This design comes from an exercise in tuning for small area on the open sky130 flow, not from production work. Function not checked in this run: the RTL went through the layout flow alone. Power figures rest on the tool's default switching activity, not on a simulated workload.

`design/flow/standard.sh`:
```
#!/bin/bash
# synth_recipe.tcl (not shown) runs the flow's synth.tcl, then flattens the netlist and writes it again
# the make line also repeats each setting of config.mk as NAME=value (left out here)
make -C /OpenROAD-flow-scripts/flow DESIGN_CONFIG=/design/flow/config.mk WORK_HOME=/design/flow/orfs CLKGATE_MAP_FILE= SYNTH_SCRIPT=/design/flow/synth_recipe.tcl "${@:-finish}"
```
`design/flow/flow/run.sh`:
```
#!/bin/bash
# Standard ORFS layout, with the input and output ports buffered by the
# smallest buffer (buf_1) instead of the cell buffer_ports picks by default.
set -euo pipefail
echo 'export BUFFER_PORTS_ARGS = -buffer_cell sky130_fd_sc_hd__buf_1' >> config.mk
bash standard.sh > standard_flow.log 2>&1
```
`design/flow/design.v`:
```
module encoder (
    input BitCLK_10,
    input Reset,
    input TxDataK,
    input [7:0] TxParallel_8,
    output reg [9:0] TxParallel_10
);
reg rd;
wire pi0 = rd, pi1 = TxDataK;
wire pi2 = TxParallel_8[0], pi3 = TxParallel_8[1], pi4 = TxParallel_8[2], pi5 = TxParallel_8[3];
wire pi6 = TxParallel_8[4], pi7 = TxParallel_8[5], pi8 = TxParallel_8[6], pi9 = TxParallel_8[7];
wire po00, po01, po02, po03, po04, po05, po06, po07, po08, po09, po10;
  wire new_n22, new_n23, new_n24, new_n25, new_n26, new_n27, new_n28, new_n29, new_n30, new_n31, new_n32, new_n33, new_n34, new_n35, new_n36, new_n37, new_n38, new_n39, new_n40, new_n41, new_n42, new_n43, new_n44, new_n45, new_n46, new_n47, new_n48, new_n49, new_n51, new_n52, new_n53, new_n54, new_n55, new_n56, new_n57, new_n59, new_n60, new_n61, new_n62, new_n63, new_n64, new_n65, new_n67, new_n68, new_n69, new_n70, new_n71, new_n72, new_n74, new_n75, new_n77, new_n78, new_n79, new_n80, new_n81, new_n82, new_n83, new_n84, new_n86, new_n87, new_n88, new_n89, new_n90, new_n91, new_n92, new_n93, new_n94, new_n95, new_n96, new_n97, new_n98, new_n99, new_n100, new_n101, new_n102, new_n103, new_n104, new_n105, new_n106, new_n107, new_n108, new_n109, new_n111, new_n112, new_n113, new_n114, new_n116, new_n117, new_n118, new_n119, new_n120, new_n122, new_n123, new_n124, new_n125, new_n126, new_n127, new_n129, new_n130;
assign new_n22 = pi2 & pi4;
  assign new_n23 = pi3 & new_n22;
  assign new_n24 = ~pi5 & ~pi6;
  assign new_n25 = ~pi2 & ~pi4;
  assign new_n26 = ~pi3 & ~new_n22;
  assign new_n27 = ~new_n25 & ~new_n26;
  assign new_n28 = new_n24 & ~new_n27;
  assign new_n29 = ~pi3 & ~new_n25;
  assign new_n30 = new_n22 & ~new_n24;
  assign new_n31 = pi3 & ~new_n30;
  assign new_n32 = ~new_n29 & ~new_n31;
  assign new_n33 = ~new_n28 & ~new_n32;
  assign new_n34 = pi1 & pi4;
  assign new_n35 = ~new_n27 & ~new_n34;
  assign new_n36 = pi5 & pi6;
  assign new_n37 = ~new_n35 & new_n36;
  assign new_n38 = new_n33 & ~new_n37;
  assign new_n39 = ~new_n23 & new_n38;
  assign new_n40 = pi0 & ~new_n39;
  assign new_n41 = ~pi6 & ~new_n33;
  assign new_n42 = ~pi2 & new_n41;
  assign new_n43 = ~pi4 & pi5;
  assign new_n44 = ~new_n38 & new_n43;
  assign new_n45 = pi2 & ~new_n41;
  assign new_n46 = ~new_n44 & ~new_n45;
  assign new_n47 = ~new_n42 & new_n46;
  assign new_n48 = new_n40 & ~new_n47;
  assign new_n49 = ~new_n40 & new_n47;
  assign po00 = ~new_n48 & ~new_n49;
  assign new_n51 = ~new_n28 & new_n29;
  assign new_n52 = ~new_n25 & ~new_n36;
  assign new_n53 = ~new_n22 & ~new_n24;
  assign new_n54 = ~new_n52 & ~new_n53;
  assign new_n55 = ~new_n51 & ~new_n54;
  assign new_n56 = ~new_n40 & new_n55;
  assign new_n57 = new_n40 & ~new_n55;
  assign po01 = new_n56 | new_n57;
  assign new_n59 = new_n32 & ~new_n43;
  assign new_n60 = ~pi6 & ~new_n59;
  assign new_n61 = ~pi3 & ~new_n60;
  assign new_n62 = new_n25 & ~new_n61;
  assign new_n63 = ~new_n22 & ~new_n62;
  assign new_n64 = po00 & ~new_n63;
  assign new_n65 = ~po00 & new_n63;
  assign po02 = new_n64 | new_n65;
  assign new_n67 = ~pi2 & ~pi5;
  assign new_n68 = pi2 & pi5;
  assign new_n69 = ~new_n67 & ~new_n68;
  assign new_n70 = ~new_n23 & ~new_n69;
  assign new_n71 = po00 & new_n70;
  assign new_n72 = ~po00 & ~new_n70;
  assign po03 = new_n71 | new_n72;
  assign new_n74 = ~new_n40 & new_n60;
  assign new_n75 = new_n40 & ~new_n60;
  assign po04 = ~new_n74 & ~new_n75;
  assign new_n77 = ~new_n24 & new_n27;
  assign new_n78 = new_n36 & new_n38;
  assign new_n79 = ~new_n77 & ~new_n78;
  assign new_n80 = ~new_n23 & new_n79;
  assign new_n81 = pi5 & new_n23;
  assign new_n82 = ~new_n80 & ~new_n81;
  assign new_n83 = new_n40 & ~new_n82;
  assign new_n84 = ~new_n40 & new_n82;
  assign po05 = ~new_n83 & ~new_n84;
  assign new_n86 = pi0 & ~pi6;
  assign new_n87 = new_n84 & new_n86;
  assign new_n88 = ~pi0 & new_n38;
  assign new_n89 = pi6 & new_n88;
  assign new_n90 = new_n79 & new_n89;
  assign new_n91 = ~pi1 & pi7;
  assign new_n92 = ~new_n90 & new_n91;
  assign new_n93 = ~new_n87 & new_n92;
  assign new_n94 = pi7 & ~pi9;
  assign new_n95 = pi8 & ~new_n94;
  assign new_n96 = ~new_n93 & new_n95;
  assign new_n97 = pi0 & ~new_n38;
  assign new_n98 = ~new_n88 & ~new_n97;
  assign new_n99 = ~pi1 & ~new_n98;
  assign new_n100 = ~pi7 & ~pi8;
  assign new_n101 = pi7 & pi8;
  assign new_n102 = ~new_n100 & ~new_n101;
  assign new_n103 = pi0 & pi1;
  assign new_n104 = new_n102 & ~new_n103;
  assign new_n105 = ~new_n102 & new_n103;
  assign new_n106 = ~new_n104 & ~new_n105;
  assign new_n107 = ~new_n99 & new_n106;
  assign new_n108 = ~new_n96 & ~new_n107;
  assign new_n109 = new_n96 & new_n107;
  assign po06 = new_n108 | new_n109;
  assign new_n111 = ~pi7 & pi9;
  assign new_n112 = ~pi8 & ~new_n111;
  assign new_n113 = new_n107 & new_n112;
  assign new_n114 = ~new_n107 & ~new_n112;
  assign po07 = new_n113 | new_n114;
  assign new_n116 = pi9 & ~new_n100;
  assign new_n117 = ~pi9 & new_n100;
  assign new_n118 = ~new_n116 & ~new_n117;
  assign new_n119 = new_n107 & new_n118;
  assign new_n120 = ~new_n107 & ~new_n118;
  assign po08 = new_n119 | new_n120;
  assign new_n122 = ~new_n94 & ~new_n102;
  assign new_n123 = ~new_n93 & new_n122;
  assign new_n124 = ~pi9 & ~new_n101;
  assign new_n125 = ~new_n123 & ~new_n124;
  assign new_n126 = ~new_n107 & ~new_n125;
  assign new_n127 = new_n107 & new_n125;
  assign po09 = new_n126 | new_n127;
  assign new_n129 = new_n98 & ~new_n122;
  assign new_n130 = ~new_n98 & new_n122;
  assign po10 = new_n129 | new_n130;
always @(posedge BitCLK_10 or negedge Reset) begin
    if (!Reset) begin
        TxParallel_10 <= 0;
        rd <= 0;
    end else begin
        TxParallel_10 <= {po09, po08, po07, po06, po05, po04, po03, po02, po01, po00};
        rd <= po10;
    end
end
endmodule
module decoder (
    input BitCLK_10,
    input Reset,
    input [9:0] RxParallel_10,
    output reg RxDataK,
    output Disparity_Error,
    output reg Decode_Error,
    output reg [7:0] RxParallel_8
);
reg RxDataK_5, RxDataK_3;
reg decode_error_comb;
reg [4:0] RxParallel_5;
reg [2:0] RxParallel_3;
reg [8:0] acc;
wire [3:0] ones = RxParallel_10[0] + RxParallel_10[1] + RxParallel_10[2] + RxParallel_10[3] + RxParallel_10[4]
                + RxParallel_10[5] + RxParallel_10[6] + RxParallel_10[7] + RxParallel_10[8] + RxParallel_10[9];
assign Disparity_Error = ~(&acc | ~|acc);
always @(posedge BitCLK_10 or negedge Reset) begin
    if (!Reset) begin
        RxParallel_8 <= 0;
        RxDataK <= 0;
        Decode_Error <= 0;
        acc <= 9'h1FF;
    end else begin
        RxParallel_8 <= {RxParallel_3, RxParallel_5};
        RxDataK <= RxDataK_3 || RxDataK_5;
        Decode_Error <= decode_error_comb;
        acc <= acc + {5'b0, ones} - 9'd5;
    end
end
always @(*) begin
    RxDataK_5 = 0;
    RxParallel_5 = 0;
    RxDataK_3 = 0;
    RxParallel_3 = 0;
    decode_error_comb = 0;
    case (RxParallel_10[5:0])
        6'h03: begin
            RxDataK_5 = 1;
            RxParallel_5 = 5'h1C;
        end
        6'h05: RxParallel_5 = 5'h0F;
        6'h06: RxParallel_5 = 5'h00;
        6'h07: RxParallel_5 = 5'h07;
        6'h09: RxParallel_5 = 5'h10;
        6'h0A: RxParallel_5 = 5'h1F;
        6'h0B: RxParallel_5 = 5'h0B;
        6'h0C: RxParallel_5 = 5'h18;
        6'h0D: RxParallel_5 = 5'h0D;
        6'h0E: RxParallel_5 = 5'h0E;
        6'h11: RxParallel_5 = 5'h01;
        6'h12: RxParallel_5 = 5'h02;
        6'h13: RxParallel_5 = 5'h13;
        6'h14: RxParallel_5 = 5'h04;
        6'h15: RxParallel_5 = 5'h15;
        6'h16: RxParallel_5 = 5'h16;
        6'h17: RxParallel_5 = 5'h17;
        6'h18: RxParallel_5 = 5'h08;
        6'h19: RxParallel_5 = 5'h19;
        6'h1A: RxParallel_5 = 5'h1A;
        6'h1B: RxParallel_5 = 5'h1B;
        6'h1C: RxParallel_5 = 5'h1C;
        6'h1D: RxParallel_5 = 5'h1D;
        6'h1E: RxParallel_5 = 5'h1E;
        6'h21: RxParallel_5 = 5'h1E;
        6'h22: RxParallel_5 = 5'h1D;
        6'h23: RxParallel_5 = 5'h03;
        6'h24: RxParallel_5 = 5'h1B;
        6'h25: RxParallel_5 = 5'h05;
        6'h26: RxParallel_5 = 5'h06;
        6'h27: RxParallel_5 = 5'h08;
        6'h28: RxParallel_5 = 5'h17;
        6'h29: RxParallel_5 = 5'h09;
        6'h2A: RxParallel_5 = 5'h0A;
        6'h2B: RxParallel_5 = 5'h04;
        6'h2C: RxParallel_5 = 5'h0C;
        6'h2D: RxParallel_5 = 5'h02;
        6'h2E: RxParallel_5 = 5'h01;
        6'h31: RxParallel_5 = 5'h11;
        6'h32: RxParallel_5 = 5'h12;
        6'h33: RxParallel_5 = 5'h18;
        6'h34: RxParallel_5 = 5'h14;
        6'h35: RxParallel_5 = 5'h1F;
        6'h36: RxParallel_5 = 5'h10;
        6'h38: RxParallel_5 = 5'h07;
        6'h39: RxParallel_5 = 5'h00;
        6'h3A: RxParallel_5 = 5'h0F;
        6'h3C: begin
            RxDataK_5 = 1;
            RxParallel_5 = 5'h1C;
        end
        default: begin 
            RxParallel_5 = 0;
            decode_error_comb = 1;
        end
    endcase
    if (RxDataK_5) begin        
        case (RxParallel_10[9:6])
            4'h1: RxParallel_3 = 3'h7;
            4'h2: RxParallel_3 = 3'h0;
            4'h3: RxParallel_3 = 3'h3;
            4'h4: RxParallel_3 = 3'h4;
            4'h5: RxParallel_3 = (RxParallel_10[5:0] == 6'h03) ? 3'h2 : 3'h5;
            4'h6: RxParallel_3 = (RxParallel_10[5:0] == 6'h03) ? 3'h1 : 3'h6;
            4'h9: RxParallel_3 = (RxParallel_10[5:0] == 6'h03) ? 3'h6 : 3'h1;
            4'hA: RxParallel_3 = (RxParallel_10[5:0] == 6'h03) ? 3'h5 : 3'h2;
            4'hB: RxParallel_3 = 3'h4;
            4'hC: RxParallel_3 = 3'h3;
            4'hD: RxParallel_3 = 3'h0;
            4'hE: RxParallel_3 = 3'h7;
            default: begin
                RxParallel_3 = 0;
                decode_error_comb = 1; 
            end
        endcase
    end else begin
        case (RxParallel_10[9:6])
            4'h1: begin
                if (RxParallel_5 == 23 || RxParallel_5 == 27 || RxParallel_5 == 29 || RxParallel_5 == 30)
                    RxDataK_3 = 1;
                RxParallel_3 = 3'h7;
            end
            4'h2: RxParallel_3 = 3'h0;
            4'h3: RxParallel_3 = 3'h3;
            4'h4: RxParallel_3 = 3'h4;
            4'h5: RxParallel_3 = 3'h5;
            4'h6: RxParallel_3 = 3'h6;
            4'h7: RxParallel_3 = 3'h7;
            4'h8: RxParallel_3 = 3'h7;
            4'h9: RxParallel_3 = 3'h1;
            4'hA: RxParallel_3 = 3'h2;
            4'hB: RxParallel_3 = 3'h4;
            4'hC: RxParallel_3 = 3'h3;
            4'hD: RxParallel_3 = 3'h0;
            4'hE: begin
                if (RxParallel_5 == 23 || RxParallel_5 == 27 || RxParallel_5 == 29 || RxParallel_5 == 30)
                    RxDataK_3 = 1;
                RxParallel_3 = 3'h7;
            end
            default: begin
                RxParallel_3 = 0;
                decode_error_comb = 1;
            end
        endcase
    end
end
endmodule
module codec_8b10b (
    input BitCLK_10,
    input Reset,
    input TxDataK,
    input [7:0] TxParallel_8,
    output [9:0] TxParallel_10,
    input [9:0] RxParallel_10,
    output RxDataK,
    output Disparity_Error,
    output Decode_Error,
    output [7:0] RxParallel_8
);
    encoder encoder(.BitCLK_10(BitCLK_10), .Reset(Reset), .TxParallel_8(TxParallel_8), .TxDataK(TxDataK), .TxParallel_10(TxParallel_10));
    decoder decoder(.BitCLK_10(BitCLK_10), .Reset(Reset), .RxParallel_10(RxParallel_10), .RxDataK(RxDataK), .RxParallel_8(RxParallel_8), .Decode_Error(Decode_Error), .Disparity_Error(Disparity_Error));
endmodule
```
`design/flow/config.mk`:
```
export PLATFORM = sky130hd
export DESIGN_NAME = codec_8b10b
export DESIGN_NICKNAME = codec_8b10b
export VERILOG_FILES = /design/flow/design.v
export SDC_FILE = /design/flow/constraint.sdc
export NUM_CORES = 4
export LEC_CHECK = 0
export CAP_MARGIN = 20
export CORE_MARGIN = 2
export CORE_UTILIZATION = 40
export SLEW_MARGIN = 20
export BUFFER_PORTS_ARGS = -buffer_cell sky130_fd_sc_hd__buf_1
```
`design/flow/constraint.sdc`:
```
create_clock -name core_clock -period 8.0 [get_ports {BitCLK_10}]
set_input_delay 1.6000 -clock core_clock [delete_from_list [all_inputs] [get_ports {BitCLK_10}]]
set_output_delay 1.6000 -clock core_clock [all_outputs]
set_load 0.01 [all_outputs]
```
==> impl_metrics.json <==
{
  "chipWidth_um": 90.3,
  "ant_nets": 0,
  "irDropWorstVdd_uv": 104,
  "timing.final.hold_violations": 0,
  "ys_warn_count": 2,
  "status": "finished clean",
  "dieArea_um2": 8150,
  "leakagePower_uw": 0.00144,
  "initial_core_util_pct": 41.3,
  "rsz0062_at_grt": "no",
  "drt-pass1-iter-count": 4,
  "cts_buffers": 5,
  "r2r-start": "decoder.acc[1]",
  "timing.slew.headroom_pct": 43.5,
  "hp-start": "decoder.acc[0]",
  "cts_tree": "yes",
  "crit_fanout": 18,
  "maxCapViolCount": 0,
  "place_congestion": 0.767,
  "yosysUniqueCellTypes": 59,
  "startpoint_type": "primary input",
  "grt.overflow.total": 0,
  "grt_start_max_net_pins": 31,
  "dr.first_iter.drc_count": 133,
  "period_needed_ns": 6.45,
  "cts_hold_buf": 0,
  "grt_pass1_wl_mm": 11.0,
  "path_clk_slew_ns": 0.06,
  "antenna_found_initial": 0,
  "io_pins": 42,
  "slew_violations": 0,
  "wl_mm": 6.24,
  "tightest_slew_ns": 0.848,
  "synth-seq-cells": 30,
  "synth.net_count": 410,
  "io_buffers": 41,
  "synthFlopType": "dfrtp_1",
  "cts_resized": 0,
  "std_cell_rows": 31,
  "grt_usage_pct": 16.3,
  "max-clock-path-buffers": 2,
  "path_class": "primary input to flip-flop",
  "grt_pass1_vias": 2363,
  "post-route-period-util_pct": 80.7,
  "final_cell_mix": "inv_1 (42), buf_1 (40), ha_1 (33), a21oi_1 (29)",
  "netlist_area_um2": 2980,
  "setup_viol": 0,
  "hp-class": "flip-flop to flip-flop",
  "p_per_area_nw_per_um2": 273,
  "synth_cells": 349,
  "hpwl_mm": 4.63,
  "required_ns": 8.21,
  "synth_edf_count": 0,
  "die_y_um": 90.3,
  "cts_root_buf": "clkbuf_8",
  "ys_seq_area_share_pct": 25.6,
  "area_growth_pct": 9.58,
  "cts_setup_buffers": 0,
  "wire_per_inst_um": 13.1,
  "layout_commonest_cell": "inv_1",
  "tns_ns": 0,
  "clock_skew_ns": 0.00513,
  "vias": 2538,
  "setup.worst_path.start": "RxParallel_10[4]",
  "finalNetCount": 437,
  "async_flop_share_pct": 100,
  "cp-end-kind": "flip-flop",
  "fmax_mhz": 155,
  "via_per_inst": 5.33,
  "antennaDiodeCount": 0,
  "drc": 0,
  "clkLatencyLatePin_ns": 0.28,
  "core_area_um2": 7210,
  "clkSinkCount": 30,
  "whs_ns": 0.585,
  "avgSynthCellArea_um2": 8.54,
  "layout-drive-gt1-share_pct": 7.16,
  "worstPathArrival_ns": 6.66,
  "h-tree-depth": 2
}
## path summary, 6_finish.rpt
kind                                       endpoint  slack [ns]  cells after the start
max                                  decoder.acc[8]        1.55                     17
min                                  decoder.acc[0]        0.58                      3
max reg2reg                          decoder.acc[7]        5.65                     12
min reg2reg                          decoder.acc[0]        0.58                      3
max in group asynchronous  encoder.TxParallel_10[8]        6.17                      1
min in group asynchronous  encoder.TxParallel_10[0]        1.37                      1
## registers in the layout, indices dropped and copies added (netlist names)
name / flops
encoder.TxParallel_10: 10
decoder.acc: 9
decoder.Decode_Error: 1
decoder.RxParallel_8: 8
decoder.RxDataK: 1
encoder.rd: 1
## cell families after synthesis
family / share of synthesized area [%]
muxes: 3.11
buffers and inverters: 9.28
DFF: 25.6
xor gates and xnor gates: 6.17
and+or+nand+nor: 13.5
AOI/OAI and AO/OA: 23.1
adders and majority gates: 19.2
## cells in the mapped netlist (all sizes together) (5+ instances only)
| cell type | instances | area, µm² |
|---|---|---|
| inv | 43 | 161 |
| ha | 33 | 413 |
| a21oi | 29 | 145 |
| nand2 | 22 | 90.1 |
| dfrtp | 21 | 526 |
| nor2 | 19 | 71.3 |
| o21ai | 16 | 80.1 |
| clkbuf | 14 | 52.6 |
| xnor2 | 12 | 105 |
| buf | 9 | 62.6 |
| dfstp | 9 | 236 |
| xor2 | 9 | 78.8 |
| a211oi | 7 | 62.6 |
| fa | 7 | 140 |
| mux2i | 7 | 70.1 |
| o22ai | 7 | 43.8 |
| nand2b | 6 | 37.5 |
| nor4 | 5 | 31.3 |
## per-stage QoR
stage	worst slack [ns]	utilization, %	area (µm²)	power [µW]	cells
2_1_floorplan	2.01	-	2980	639	349
4_1_cts	1.58	45.2	3260	902	476
3_3_place_gp	1.41	43.8	3160	738	468
3_5_place_dp	1.30	43.8	3160	749	468
5_1_grt	1.23	45.2	3260	989	476
6_report	1.55	45.2	3260	890	476
## area by class of cell
type | count | area (µm²)
tap | 99 | 124
multi-input combinational | 253 | 1940
inverter | 43 | 161
fill | 743 | 3950
clock inverter | 1 | 30.0
timing repair buffer | 43 | 170
clock buffer | 7 | 76.3
sequential | 30 | 762
## worst max-delay path, cell delays in order
cell and delay (ns):
buf_1 0.62, inv_1 0.32, fa_1 0.60, fa_1 0.42
fa_1 0.46, fa_1 0.42, fa_1 0.39, xor2_1 0.15
ha_1 0.31, ha_1 0.29, a21o_1 0.17, a21oi_1 0.22
o21bai_1 0.09, a21o_1 0.20, a21oi_1 0.16, o21bai_1 0.09
xnor2_1 0.13
## report_power, final
| group | internal (µW) | total [µW] | leakage, µW | switching, µW |
|---|---|---|---|---|
| logic | 209 | 476 | 0.00105 | 267 |
| clock network | 93.0 | 146 | 0.0000524 | 52.6 |
| registers | 235 | 268 | 0.000341 | 32.8 |
## routing by layer
| metal | wire [µm] | track usage (%) | up-vias |
|---|---|---|---|
| met2 | 2790 | 26.1 | 67 |
| met5 | 0 | 0 | - |
| met1 | 3100 | 22.4 | 1181 |
| met3 | 291 | 3.84 | 10 |
| met4 | 55 | 3.72 | 0 |
| li1 | - | - | 1280 |

-- separate check: timing with driven ports --
The flow's constraints put no driver on any port. The routed layout listed below was extracted and timed again, unchanged, in two steps. Step 1 (the two cells are an assumption about what drives the block):
set clk [get_ports {BitCLK_10}]
set_driving_cell -lib_cell sky130_fd_sc_hd__clkbuf_16 $clk
set_driving_cell -lib_cell sky130_fd_sc_hd__buf_2 [delete_from_list [all_inputs] $clk]
Step 2 moves the port delays by t, midway between the first and last clock arrival at a register: inputs arrive t later, outputs are due t later. That takes back most of the time a late clock gives input paths. a / b / c = ideal ports / drivers / drivers and shift; a / b = the first two.
t (ns): 0.305
slack for setup (ns): 1.546 / 1.548 / 1.243
clock arrival spread, ns: 0.006 / 0.006
slew at the worst register clock pin (ns): 0.06 / 0.06
worst slew at a driven data input, ns: 0.03
After both steps setup and hold are still met in this run. For this run, drivers alone change the setup slack by +0.002 ns; drivers and shift together by -0.303 ns.
